Source: an optimization exercise on an open RTL-to-GDS flow (aim: small area and a short achievable clock period). Production flows keep margins and buffers that such runs may drop. The RTL was checked by simulation tests, not by an equivalence proof against the original design.

## run a
Design tmr_lif_neuron, start of the top module:
module tmr_lif_neuron (
    input signed [15:0] V_in1, V_in2, V_in3,
    input signed [15:0] I_in1, I_in2, I_in3,
    input signed [15:0] dt_tau,
    input wire clk, rst,
    output wire signed [15:0] V_out,
    output wire spike
);
clock: 13.0 ns
lec_check: 0
abc_area: 0
cap_margin: 20
core_margin: 2
core_utilization: 40
setup_slack_margin: 5.0
slew_margin: 20
synth_hierarchical: 1
run.sh (not shown) runs the stock make flow with config.mk's settings and CLKGATE_MAP_FILE= SYNTH_SCRIPT=/design/flow/synth_recipe.tcl, a recipe that flattens the netlist after the stock synthesis.
No stage failed in run a, and the final checks on the layout all came back clean.
Changes in run b relative to run a:
- an added PLACE_DENSITY of 0.8
==> flow/flow/run.sh (new file) <==
#!/bin/bash
set -euo pipefail
bash standard.sh "BUFFER_PORTS_ARGS=-buffer_cell sky130_fd_sc_hd__buf_1" SETUP_SLACK_MARGIN=5.5 finish > make_finish.log 2>&1
==> flow/standard.sh (new file) <==
#!/bin/bash
# synth_recipe.tcl (not shown) runs the flow's synth.tcl, then flattens the netlist and writes it again
# the make line also repeats each setting of config.mk as NAME=value (left out here)
make -C /OpenROAD-flow-scripts/flow DESIGN_CONFIG=/design/flow/config.mk WORK_HOME=/design/flow/orfs CLKGATE_MAP_FILE= SYNTH_SCRIPT=/design/flow/synth_recipe.tcl "${@:-finish}"
removed: flow/run.sh
Run b: done, clean on timing, DRC and antenna
Run b vs run a — relative area change from synthesis to final layout dropped 1.3 points.
Taking run a as the reference point, the via count of run b rises by 619.
The lower non-clock buffer count came out of run a.
Looking at capture point of the critical path, the V_out[15] result is from run a; the V_out[6] one comes from run b.
The core utilization reported for run b is smaller than that of run a by 0.52 points.
Compared with run a, in run b total global routing track utilization shows a reduction of 0.74 points; first-iteration DRC count climbed about 26%.

* * *

Another version of the RTL of tmr_lif_neuron (not shown whole).
Size in the first run: ~1,700 cells after synthesis, roughly 130 I/O pins, ~16,000 µm² of cells after synthesis.
clock: 13.0 ns
lec_check: 0
abc_area: 0
cap_margin: 20
core_margin: 2
core_utilization: 40
cts_buf_list: sky130_fd_sc_hd__clkbuf_8
place_density: 0.8
setup_slack_margin: 5.0
slew_margin: 20
synth_hierarchical: 1
standard.sh (not shown) runs the stock make flow with config.mk's settings and CLKGATE_MAP_FILE= SYNTH_SCRIPT=/design/flow/synth_recipe.tcl, a recipe that flattens the netlist after the stock synthesis.
==> flow/flow/run.sh <==
#!/bin/bash
set -euo pipefail
bash standard.sh "BUFFER_PORTS_ARGS=-buffer_cell sky130_fd_sc_hd__buf_1" finish > make_finish.log 2>&1
Rerun with:
TNS_END_PERCENT = 20   (was default)
What happened: The changed run went through all stages and came out clean; via count is unchanged; maximum frequency stays the same; core utilization does not change; cell area does not change; non-clock buffer count stays the same; worst hold slack is unchanged; setup slack stays the same; final cell count stays the same; clock-buffer cell count is unchanged.

* * *

tmr_lif_neuron with an RTL version that a note above also has.
Size: about 16000 um^2 of cells after synthesis.
==> flow/config.mk <==
export PLATFORM = sky130hd
export DESIGN_NAME = tmr_lif_neuron
export DESIGN_NICKNAME = tmr_lif_neuron
export VERILOG_FILES = /design/flow/design.v
export SDC_FILE = /design/flow/constraint.sdc
export NUM_CORES = 4
export LEC_CHECK = 0
export ABC_AREA = 0
export CAP_MARGIN = 20
export CORE_MARGIN = 2
export CORE_UTILIZATION = 40
export SETUP_SLACK_MARGIN = 5.0
export SLEW_MARGIN = 20
export SYNTH_HIERARCHICAL = 1
==> flow/constraint.sdc <==
create_clock -name core_clock -period 13.0 [get_ports {clk}]
set_input_delay 2.6000 -clock core_clock [delete_from_list [all_inputs] [get_ports {clk}]]
set_output_delay 2.6000 -clock core_clock [all_outputs]
set_load 0.01 [all_outputs]
==> flow/flow/run.sh <==
#!/bin/bash
set -euo pipefail
bash standard.sh "BUFFER_PORTS_ARGS=-buffer_cell sky130_fd_sc_hd__buf_1" SETUP_SLACK_MARGIN=6 finish > make_finish.log 2>&1
The starting point went through all stages and came out clean.
Change:
==> flow/flow/run.sh (replaced) <==
#!/bin/bash
set -euo pipefail
bash standard.sh "BUFFER_PORTS_ARGS=-buffer_cell sky130_fd_sc_hd__buf_1" finish > make_finish.log 2>&1
Settings changed: CORE_UTILIZATION 40 to 50.
Outcome:
- The changed run finished clean
- register-to-register slack gets worse by 0.08 ns
- wire length goes down by about 10%
- worst setup slack gets worse by 0.30 ns
- hold slack gets worse by 0.037 ns
- clock skew goes down by 0.0044 ns

* * *

tmr_lif_neuron again, from the RTL that the note above started with.
export LEC_CHECK = 0
export ABC_AREA = 0
export CAP_MARGIN = 20
export CORE_MARGIN = 2
export CORE_UTILIZATION = 40
export SETUP_SLACK_MARGIN = 5.0
export SLEW_MARGIN = 20
export SYNTH_HIERARCHICAL = 1
create_clock -name core_clock -period 13.0 [get_ports {clk}]
==> flow/flow/run.sh <==
#!/bin/bash
set -euo pipefail
bash standard.sh "BUFFER_PORTS_ARGS=-buffer_cell sky130_fd_sc_hd__buf_1" finish > make_finish.log 2>&1
The baseline completed with no timing, DRC or antenna violations.
Edit:
==> flow/flow/run.sh (replaced) <==
#!/bin/bash
set -euo pipefail
bash standard.sh "BUFFER_PORTS_ARGS=-buffer_cell sky130_fd_sc_hd__buf_1" SETUP_SLACK_MARGIN=7 finish > make_finish.log 2>&1
- wire length is higher by 10%
- final area grows by 20%
- flip-flop and latch count stays the same

==> afterwards: timing with drivers on the ports <==
In the flow no input, the clock included, has a driving cell. The finished layouts below were timed again as built, in two steps.
Step 1 (the two cells are an assumption about what drives the block):
set clk [get_ports {clk}]
set_driving_cell -lib_cell sky130_fd_sc_hd__clkbuf_16 $clk
set_driving_cell -lib_cell sky130_fd_sc_hd__buf_2 [delete_from_list [all_inputs] $clk]
Step 2, shift: input delay + t, output delay - t, t = (earliest + latest rising clock arrival at the registers) / 2. This alone moves slack from input paths to output paths.
a / b / c = no drivers / after step 1 / after step 2; a / b = the first two.
run	shift t [ns]	setup slack, ns	worst data-port slew with drivers (ns)
run a	0.399	5.045 / 5.005 / 4.762	0.05
run b	0.401	5.410 / 5.367 / 5.189	0.05
the first run of note 2	0.428	5.233 / 5.190 / 4.830	0.07
the second run of note 2	0.428	5.233 / 5.190 / 4.830	0.07
the first run of note 3	0.403	5.480 / 5.429 / 5.473	0.06
the second run of note 3	0.390	5.177 / 5.199 / 4.814	0.07
the first run of note 4	0.424	5.147 / 5.102 / 4.884	0.06
the second run of note 4	0.403	5.510 / 5.461 / 5.436	0.05
After both steps setup and hold are still met in every run listed.
